From an optimization exercise on the open Yosys and OpenROAD flow, aimed at small area, a short achievable clock period and few clock cycles per item; shortcuts taken in it are not production practice. Function was not checked in any run shown here: the RTL went through the layout flow alone.

==> flow/design.v (outline; a module is shown in full before it is edited, if it fits) <==
// module mult_ex: 4009 lines
module mult_ex #(
    parameter WIDTH = 32
) (
    input  logic            clk,
    input  logic            rst_n,
    input  logic[WIDTH-1:0] a,
    input  logic[WIDTH-1:0] b,
    output logic[WIDTH-1:0] lo,
    output logic[WIDTH-1:0] hi,
    input  logic           valid_in,
    output logic           ready_out,
    output logic           valid_out,
    input  logic           ready_in
);
  // ...
==> flow/flow/run.sh <==
#!/bin/bash
set -euo pipefail
sed '1s/-noshare /-noshare -noabc /' synth_recipe.tcl > flow_synth.tcl
grep -q -- '-noabc' flow_synth.tcl
bash standard.sh SYNTH_SCRIPT="$PWD/flow_synth.tcl" \
    "BUFFER_PORTS_ARGS=-buffer_cell sky130_fd_sc_hd__buf_4" \
    MATCH_CELL_FOOTPRINT=0 SETUP_SLACK_MARGIN=7.5 finish > standard_flow.log 2>&1
==> flow/standard.sh <==
#!/bin/bash
# synth_recipe.tcl (not shown) runs the flow's synth.tcl, then flattens the netlist and writes it again
# the make line also repeats each setting of config.mk as NAME=value (left out here)
make -C /OpenROAD-flow-scripts/flow DESIGN_CONFIG=/design/flow/config.mk WORK_HOME=/design/flow/orfs CLKGATE_MAP_FILE= SYNTH_SCRIPT=/design/flow/synth_recipe.tcl "${@:-finish}"
==> flow/config.mk <==
export PLATFORM = sky130hd
export DESIGN_NAME = mult_ex
export DESIGN_NICKNAME = mult_ex
export VERILOG_FILES = /design/flow/design.v
export SDC_FILE = /design/flow/constraint.sdc
export NUM_CORES = 4
export LEC_CHECK = 0
export ABC_CLOCK_PERIOD_IN_PS = 3000
export CAP_MARGIN = 20
export CORE_MARGIN = 2
export CORE_UTILIZATION = 55
export SLEW_MARGIN = 20
==> flow/constraint.sdc <==
create_clock -name core_clock -period 11.0 [get_ports {clk}]
set_input_delay 2.2000 -clock core_clock [delete_from_list [all_inputs] [get_ports {clk}]]
set_output_delay 2.2000 -clock core_clock [all_outputs]
set_load 0.01 [all_outputs]
==> flow_summary.ini, run 1 <==
[clock_network]
cts_tree = done

[routing]
via_count = 27100
met2_length_um = 49600
drc = 0
routedWlPerCell_um = 28.0

[global_route]
antenna_found_initial = 3
grt_pass1_wl_um = 176000
grt_use_met3_pct = 9.56

[cells_and_area]
antennaDiodeCount = 3
fin_cells = 4159
n_all_inverters = 123

[synthesis]
synth.most_common_cell = xnor2_1
synth_compound_area_share_pct = 12.3
synthesis.nets = 3836
synth_top_area_cell = edfxtp_1

[min_path]
hold_path_class = reg2reg
hold_path_depth = 0

[floorplan]
fp-row-count = 99
io_pins = 134
die_x_um = 276

[sta]
final-setup-viol-count = 0
setup-tns-final_ns = 0
rsz0062_at_grt = false
slew_violations = 0

[status]
status = timing/DRC/antenna clean

[critical_path]
crit_path_end = ready_out
path_buf_inv = 1
critical_path_class = reg2out
==> run 2, diff against run 1 <==
--- a/flow/design.v
+++ b/flow/design.v
@@ -7,17 +7,17 @@
     input  logic[WIDTH-1:0] b,
     output logic[WIDTH-1:0] lo,
     output logic[WIDTH-1:0] hi,
     input  logic           valid_in,
     output logic           ready_out,
     output logic           valid_out,
     input  logic           ready_in
 );
-logic v0, v1, v2, head_v, sk, rdy;
+logic v0, v1, head_v, sk, rdy;
 logic st;
 logic [WIDTH-1:0] a_r, skid_a, skid_b, a_m, b_m;
 logic [63:0] res, head;
 logic [16:0] e_one, e_two, e_neg;
 logic [16:0] n_one, n_two, n_neg;
 logic pp1;
 logic pp2;
 logic pp3;
@@ -1867,131 +1867,16 @@
 logic m_c59_2;
 logic m_c60_0;
 logic m_c60_1;
 logic m_c61_0;
 logic m_c62_0;
 logic m_c62_1;
 logic m_c62_2;
 logic m_c63_0;
-logic n_c0_0;
-logic n_c0_1;
-logic n_c1_0;
-logic n_c2_0;
-logic n_c3_0;
-logic n_c4_0;
-logic n_c5_0;
-logic n_c6_0;
-logic n_c7_0;
-logic n_c8_0;
-logic n_c8_1;
-logic n_c9_0;
-logic n_c9_1;
-logic n_c10_0;
-logic n_c10_1;
-logic n_c11_0;
-logic n_c11_1;
-logic n_c12_0;
-logic n_c12_1;
-logic n_c13_0;
-logic n_c13_1;
-logic n_c14_0;
-logic n_c14_1;
-logic n_c15_0;
-logic n_c15_1;
-logic n_c16_0;
-logic n_c16_1;
-logic n_c17_0;
-logic n_c17_1;
-logic n_c18_0;
-logic n_c18_1;
-logic n_c19_0;
-logic n_c19_1;
-logic n_c20_0;
-logic n_c20_1;
-logic n_c21_0;
-logic n_c21_1;
-logic n_c22_0;
-logic n_c22_1;
-logic n_c23_0;
-logic n_c23_1;
-logic n_c24_0;
-logic n_c24_1;
-logic n_c25_0;
-logic n_c25_1;
-logic n_c26_0;
-logic n_c26_1;
-logic n_c27_0;
-logic n_c27_1;
-logic n_c28_0;
-logic n_c28_1;
-logic n_c29_0;
-logic n_c29_1;
-logic n_c30_0;
-logic n_c30_1;
-logic n_c31_0;
-logic n_c31_1;
-logic n_c32_0;
-logic n_c32_1;
-logic n_c33_0;
-logic n_c33_1;
-logic n_c34_0;
-logic n_c34_1;
-logic n_c35_0;
-logic n_c35_1;
-logic n_c36_0;
-logic n_c36_1;
-logic n_c37_0;
-logic n_c37_1;
-logic n_c38_0;
-logic n_c38_1;
-logic n_c39_0;
-logic n_c39_1;
-logic n_c40_0;
-logic n_c40_1;
-logic n_c41_0;
-logic n_c41_1;
-logic n_c42_0;
-logic n_c42_1;
-logic n_c43_0;
-logic n_c43_1;
-logic n_c44_0;
-logic n_c44_1;
-logic n_c45_0;
-logic n_c45_1;
-logic n_c46_0;
-logic n_c46_1;
-logic n_c47_0;
-logic n_c47_1;
-logic n_c48_0;
-logic n_c48_1;
-logic n_c49_0;
-logic n_c49_1;
-logic n_c50_0;
-logic n_c50_1;
-logic n_c51_0;
-logic n_c51_1;
-logic n_c52_0;
-logic n_c53_0;
-logic n_c53_1;
-logic n_c54_0;
-logic n_c55_0;
-logic n_c55_1;
-logic n_c56_0;
-logic n_c57_0;
-logic n_c57_1;
-logic n_c58_0;
-logic n_c59_0;
-logic n_c59_1;
-logic n_c60_0;
-logic n_c61_0;
-logic n_c61_1;
-logic n_c62_0;
-logic n_c63_0;
-logic n_c63_1;
 assign st = head_v & ~ready_in;
 assign ready_out = rdy;
 assign valid_out = head_v;
 assign {hi, lo} = head;
 assign a_m = sk ? skid_a : a;
 assign b_m = sk ? skid_b : b;
 logic [34:0] bx;
 assign bx = {2'b00, b_m, 1'b0};
@@ -3625,33 +3510,31 @@
 assign s1621 = s1447 ^ c1446;
 assign c1622 = s1447 & c1446;
 assign s1623 = s1451 ^ c1450 ^ c1526;
 assign c1624 = (s1451 & c1450) | (s1451 & c1526) | (c1450 & c1526);
 assign s1625 = s1455 ^ c1454 ^ c1528;
 assign c1626 = (s1455 & c1454) | (s1455 & c1528) | (c1454 & c1528);
 assign s1627 = m_c56_0 ^ m_c56_1 ^ c1530;
 assign c1628 = (m_c56_0 & m_c56_1) | (m_c56_0 & c1530) | (m_c56_1 & c1530);
-assign res = {n_c63_0, n_c62_0, n_c61_0, n_c60_0, n_c59_0, n_c58_0, n_c57_0, n_c56_0, n_c55_0, n_c54_0, n_c53_0, n_c52_0, n_c51_0, n_c50_0, n_c49_0, n_c48_0, n_c47_0, n_c46_0, n_c45_0, n_c44_0, n_c43_0, n_c42_0, n_c41_0, n_c40_0, n_c39_0, n_c38_0, n_c37_0, n_c36_0, n_c35_0, n_c34_0, n_c33_0, n_c32_0, n_c31_0, n_c30_0, n_c29_0, n_c28_0, n_c27_0, n_c26_0, n_c25_0, n_c24_0, n_c23_0, n_c22_0, n_c21_0, n_c20_0, n_c19_0, n_c18_0, n_c17_0, n_c16_0, n_c15_0, n_c14_0, n_c13_0, n_c12_0, n_c11_0, n_c10_0, n_c9_0, n_c8_0, n_c7_0, n_c6_0, n_c5_0, n_c4_0, n_c3_0, n_c2_0, n_c1_0, n_c0_0} + {n_c63_1, 1'b0, n_c61_1, 1'b0, n_c59_1, 1'b0, n_c57_1, 1'b0, n_c55_1, 1'b0, n_c53_1, 1'b0, n_c51_1, n_c50_1, n_c49_1, n_c48_1, n_c47_1, n_c46_1, n_c45_1, n_c44_1, n_c43_1, n_c42_1, n_c41_1, n_c40_1, n_c39_1, n_c38_1, n_c37_1, n_c36_1, n_c35_1, n_c34_1, n_c33_1, n_c32_1, n_c31_1, n_c30_1, n_c29_1, n_c28_1, n_c27_1, n_c26_1, n_c25_1, n_c24_1, n_c23_1, n_c22_1, n_c21_1, n_c20_1, n_c19_1, n_c18_1, n_c17_1, n_c16_1, n_c15_1, n_c14_1, n_c13_1, n_c12_1, n_c11_1, n_c10_1, n_c9_1, n_c8_1, 1'b0, 1'b0, 1'b0, 1'b0, 1'b0, 1'b0, 1'b0, n_c0_1};
+assign res = {m_c63_0, s1461, m_c61_0, s1533, s1459, s1531, s1457, s1627, s1529, s1625, s1527, s1623, s1525, s1621, s1619, s1617, s1615, s1613, s1611, s1609, s1607, s1605, s1603, s1601, s1599, s1597, s1595, s1593, s1591, s1589, s1587, s1585, s1583, s1581, s1579, s1577, s1575, s1573, s1571, s1569, s1567, s1565, s1563, s1561, s1559, s1557, s1555, s1553, s1551, s1549, s1547, s1545, s1543, s1541, s1539, s1537, s1535, s1463, s1343, m_c4_0, m_c3_0, m_c2_0, m_c1_0, m_c0_0} + {c1462, 1'b0, c1534, 1'b0, c1532, 1'b0, c1628, 1'b0, c1626, 1'b0, c1624, 1'b0, c1622, c1620, c1618, c1616, c1614, c1612, c1610, c1608, c1606, c1604, c1602, c1600, c1598, c1596, c1594, c1592, c1590, c1588, c1586, c1584, c1582, c1580, c1578, c1576, c1574, c1572, c1570, c1568, c1566, c1564, c1562, c1560, c1558, c1556, c1554, c1552, c1550, c1548, c1546, c1544, c1542, c1540, c1538, c1536, 1'b0, 1'b0, 1'b0, 1'b0, 1'b0, 1'b0, 1'b0, m_c0_1};
 logic sk_d;
 assign sk_d = st ? (sk | valid_in) : 1'b0;
 always_ff @(posedge clk, negedge rst_n) begin
     if (!rst_n) begin
         v0 <= 1'b0;
         v1 <= 1'b0;
-        v2 <= 1'b0;
         head_v <= 1'b0;
         sk <= 1'b0;
         rdy <= 1'b1;
     end else begin
         if (!st) begin
             v0 <= sk | valid_in;
             v1 <= v0;
-            v2 <= v1;
-            head_v <= v2;
+            head_v <= v1;
         end
         sk <= sk_d;
         rdy <= ~sk_d;
     end
 end
 always_ff @(posedge clk) begin
     if (!sk) begin
         skid_a <= a;
@@ -3883,127 +3766,12 @@
         m_c59_2 <= c1340;
         m_c60_0 <= s1175;
         m_c60_1 <= c1174;
         m_c61_0 <= s1341;
         m_c62_0 <= s937;
         m_c62_1 <= c936;
         m_c62_2 <= c1342;
         m_c63_0 <= s1177;
-        n_c0_0 <= m_c0_0;
-        n_c0_1 <= m_c0_1;
-        n_c1_0 <= m_c1_0;
-        n_c2_0 <= m_c2_0;
-        n_c3_0 <= m_c3_0;
-        n_c4_0 <= m_c4_0;
-        n_c5_0 <= s1343;
-        n_c6_0 <= s1463;
-        n_c7_0 <= s1535;
-        n_c8_0 <= s1537;
-        n_c8_1 <= c1536;
-        n_c9_0 <= s1539;
-        n_c9_1 <= c1538;
-        n_c10_0 <= s1541;
-        n_c10_1 <= c1540;
-        n_c11_0 <= s1543;
-        n_c11_1 <= c1542;
-        n_c12_0 <= s1545;
-        n_c12_1 <= c1544;
-        n_c13_0 <= s1547;
-        n_c13_1 <= c1546;
-        n_c14_0 <= s1549;
-        n_c14_1 <= c1548;
-        n_c15_0 <= s1551;
-        n_c15_1 <= c1550;
-        n_c16_0 <= s1553;
-        n_c16_1 <= c1552;
-        n_c17_0 <= s1555;
-        n_c17_1 <= c1554;
-        n_c18_0 <= s1557;
-        n_c18_1 <= c1556;
-        n_c19_0 <= s1559;
-        n_c19_1 <= c1558;
-        n_c20_0 <= s1561;
-        n_c20_1 <= c1560;
-        n_c21_0 <= s1563;
-        n_c21_1 <= c1562;
-        n_c22_0 <= s1565;
-        n_c22_1 <= c1564;
-        n_c23_0 <= s1567;
-        n_c23_1 <= c1566;
-        n_c24_0 <= s1569;
-        n_c24_1 <= c1568;
-        n_c25_0 <= s1571;
-        n_c25_1 <= c1570;
-        n_c26_0 <= s1573;
-        n_c26_1 <= c1572;
-        n_c27_0 <= s1575;
-        n_c27_1 <= c1574;
-        n_c28_0 <= s1577;
-        n_c28_1 <= c1576;
-        n_c29_0 <= s1579;
-        n_c29_1 <= c1578;
-        n_c30_0 <= s1581;
-        n_c30_1 <= c1580;
-        n_c31_0 <= s1583;
-        n_c31_1 <= c1582;
-        n_c32_0 <= s1585;
-        n_c32_1 <= c1584;
-        n_c33_0 <= s1587;
-        n_c33_1 <= c1586;
-        n_c34_0 <= s1589;
-        n_c34_1 <= c1588;
-        n_c35_0 <= s1591;
-        n_c35_1 <= c1590;
-        n_c36_0 <= s1593;
-        n_c36_1 <= c1592;
-        n_c37_0 <= s1595;
-        n_c37_1 <= c1594;
-        n_c38_0 <= s1597;
-        n_c38_1 <= c1596;
-        n_c39_0 <= s1599;
-        n_c39_1 <= c1598;
-        n_c40_0 <= s1601;
-        n_c40_1 <= c1600;
-        n_c41_0 <= s1603;
-        n_c41_1 <= c1602;
-        n_c42_0 <= s1605;
-        n_c42_1 <= c1604;
-        n_c43_0 <= s1607;
-        n_c43_1 <= c1606;
-        n_c44_0 <= s1609;
-        n_c44_1 <= c1608;
-        n_c45_0 <= s1611;
-        n_c45_1 <= c1610;
-        n_c46_0 <= s1613;
-        n_c46_1 <= c1612;
-        n_c47_0 <= s1615;
-        n_c47_1 <= c1614;
-        n_c48_0 <= s1617;
-        n_c48_1 <= c1616;
-        n_c49_0 <= s1619;
-        n_c49_1 <= c1618;
-        n_c50_0 <= s1621;
-        n_c50_1 <= c1620;
-        n_c51_0 <= s1525;
-        n_c51_1 <= c1622;
-        n_c52_0 <= s1623;
-        n_c53_0 <= s1527;
-        n_c53_1 <= c1624;
-        n_c54_0 <= s1625;
-        n_c55_0 <= s1529;
-        n_c55_1 <= c1626;
-        n_c56_0 <= s1627;
-        n_c57_0 <= s1457;
-        n_c57_1 <= c1628;
-        n_c58_0 <= s1531;
-        n_c59_0 <= s1459;
-        n_c59_1 <= c1532;
-        n_c60_0 <= s1533;
-        n_c61_0 <= m_c61_0;
-        n_c61_1 <= c1534;
-        n_c62_0 <= s1461;
-        n_c63_0 <= m_c63_0;
-        n_c63_1 <= c1462;
         head <= res;
     end
 end
 endmodule
==> flow/config.mk (replaced) <==
export PLATFORM = sky130hd
export DESIGN_NAME = mult_ex
export DESIGN_NICKNAME = mult_ex
export VERILOG_FILES = /design/flow/design.v
export SDC_FILE = /design/flow/constraint.sdc
export NUM_CORES = 4
export LEC_CHECK = 0
export ABC_AREA = 1
export CAP_MARGIN = 20
export CORE_MARGIN = 2
export CORE_UTILIZATION = 55
export SLEW_MARGIN = 20
==> flow_summary.ini, run 2 <==
[global_route]
antenna_found_initial = 8
grt_pass1_wl_um = 203000
grt_usage_pct = 37.7
grt-ovfl-total = 0
first_global_vias = 32600
grt_start_max_net_pins = 90

[synthesis]
syn_area_mm2 = 0.0390
synth_area_per_cell_um2 = 10.0
ys_types = 43
synthCells = 3883
synth_top_area_cell = edfxtp_1
synth.most_common_cell = nand2_1
synth_edf_count = 370
synth_commonest_cells = nand2_1 (654), xor2_1 (571), o22ai_1 (496), inv_1 (482), fa_1 (475)
synthFlopType = edfxtp_1
yosys.area.top_type_share_pct = 28.5
synthArstFlopShare_pct = 1.14
yosys_warnings = 1
synthesis.nets = 4535
ys_seq_area_share_pct = 32.1
yosys-top-cells-area = edfxtp_1 (29%), fa_1 (24%), xor2_1 (13%), o22ai_1 (8.0%), nand2_1 (6.3%)
synth.ff_latch_count = 439

[clock_network]
cts_root_buffer = clkbuf_16
cts_tree = done
ctsLongestPathBuffers = 3
clock_sinks = 439
insertion_delay_ns = 0.62
htreeDepth = 2
cts_buffers = 49
cts.clk_slew.worst_paths_ns = 0.07
cts_hold_buf = 0

[place]
gp_congestion = 0.937
place_inst = 4761
pre_cts_ws_ns = 6.25
placed_area_mm2 = 0.0407
dp_hpwl_um = 88500
portBuffers = 133

[job]
cap_violations = 0

[routing]
avgViaCountPerCell = 6.34
drt_iter0_markers = 4050
drc = 0
dr.pass1.iters = 8
via_count = 31100
routedWlPerCell_um = 28.3
drt_wl_total_um = 139000
antenna_left = 0

[critical_path]
cp-end-kind = flip-flop
worstPathArrival_ns = 3.91
critical_path_class = reg2reg
cp-start-kind = flip-flop
r2r_cells = 13
r2r_slack_ns = 7.45
cp-startpoint = m_c35_3
worstReg2RegEnd = head[53]
path_max_fanout = 4
required_ns = 11.36
r2r-start = m_c35_3

[min_path]
min_from = skid_a[22]
hold_path_depth = 2
hold_path_class = reg2reg
worstHoldEndpoint = skid_a[22]

[floorplan]
fp-row-count = 97
io_pins = 134
die_x_um = 270
die_y_um = 270
core_mm2 = 0.0700
start_util_pct = 55.6
die_area_mm2 = 0.0730

[sta]
clock_skew_ns = 0.0369
setup-tns-final_ns = 0
rsz0062_at_grt = true
fin_crit_sh_pct = 32.2
worstMarginPinSlew_ns = 0.955
final-setup-viol-count = 0
finalHoldViolCount = 0
postLayoutSetupSlackWorst_ns = 7.45
slew-limit-headroom_pct = 36.3
slew_violations = 0
period_minus_slack_ns = 3.55
max_freq_ghz = 0.282
timing.hold.ws_ns = 0.451

[cells_and_area]
nets = 4564
area_delta_synth_final_pct = 13.3
layout_commonest_cell = xor2_1
fin_cells = 4896
top_register = head
final_util_pct = 63.0
largest_reg_flops = 64
final_cell_mix = xor2_1 (570), nand2_1 (562), o22ai_1 (496), fa_1 (462), inv_1 (442)
drive_above_1_share_pct = 17.3
fin_area_mm2 = 0.0441

[status]
status = timing/DRC/antenna clean
-- run 2: cell count changes after synthesis, moves of 59 or more --
cell | before | now
nor2_1 | 43 | 102
a22oi_1 | 497 | 0
edfxtp_1 | 485 | 370
xor2_1 | 61 | 571
clkbuf_1 | 285 | 213
xnor2_1 | 535 | 3
inv_1 | 122 | 482
nand2_1 | 115 | 654
o22ai_1 | 3 | 496
-- run 2: area by class of cell --
class | count | area (µm²)
fill | 5766 | 25900
antenna | 5 | 12.5
tap | 940 | 1180
timing repair inverter | 1 | 5.00
inverter | 489 | 1880
timing repair buffer | 249 | 2020
clock inverter | 27 | 259
sequential | 439 | 12500
multi-input combinational | 2683 | 24900
clock buffer | 63 | 1400
-- run 2: per-layer routing --
layer  routed length (µm)  GRT usage [%]  up-vias
li1                     -              -    12800
met1                49200           45.8    14900
met2                57500           54.8     2520
met3                21400           17.6      826
met4                10200           22.3       10
met5                  243              0        -
-- run 2: what timing repair did --
| item | 4_1_cts | 5_1_grt |
|---|---|---|
| gates resized for setup | 174 | 206 |
| endpoints found under the setup margin | 343 | 267 |
| cloned | 3 | 0 |
| setup buffers | 13 | 24 |
| pin swaps | 44 | 97 |
-- run 2: kinds of logic after synthesis --
group / Yosys count / synth area share [%]
xor gates and xnor gates: 574 / 12.9
AOI/OAI and AO/OA: 590 / 9.43
adders and majority gates: 584 / 27.9
and+or+nand+nor: 935 / 10.1
buffers and inverters: 761 / 7.53
DFF: 439 / 32.1
-- run 2: how the worst max path moves through the flow --
stage                           to  slack, ns  cells after the start
after floorplan             a_r[0]       2.72                      2
after CTS                 head[60]       7.46                     14
after global routing      head[49]       7.31                     13
after detailed placement  head[46]       6.25                      5
final                     head[53]       7.45                     13
after global placement    head[46]       6.32                      5
-- run 2: critical path, cell delays in order (launching register included) --
cell      delay (ns)
edfxtp_1        0.41
fa_2            0.69
fa_1            0.44
fa_1            0.52
ha_4            0.35
nand2_4         0.08
nor2_4          0.11
inv_2           0.06
nor2_4          0.18
nand2_2         0.10
nor2_1          0.09
nand2_1         0.09
nand4_1         0.09
nand2_1         0.08

[port drivers added, routing unchanged]
In the flow no input, the clock included, has a driving cell. The finished layouts below were timed again as built, in two steps.
Step 1 (the two cells are an assumption about what drives the block):
set clk [get_ports {clk}]
set_driving_cell -lib_cell sky130_fd_sc_hd__clkbuf_16 $clk
set_driving_cell -lib_cell sky130_fd_sc_hd__buf_2 [delete_from_list [all_inputs] $clk]
Step 2 adds t to the input delays and takes it off the output delays; t is the mean of the earliest and latest rising clock arrival at the registers after step 1. Input paths then give back, and output paths get back, about the clock's delay inside the block.
a / b / c = ideal / step 1 / step 2; a / b = the first two.
run | shift t [ns] | slack for setup (ns) | worst setup path after step 2 | slew at the worst register clock pin (ns)
run 1 | 0.696 | 7.541 / 7.472 / 6.946 | input to register | 0.07 / 0.07
run 2 | 0.671 | 7.455 / 7.455 / 7.268 | input to register | 0.07 / 0.07
After both steps every run listed still meets setup and hold. For run 1, which loses most, drivers alone change the setup slack by -0.069 ns; drivers and shift together by -0.595 ns.
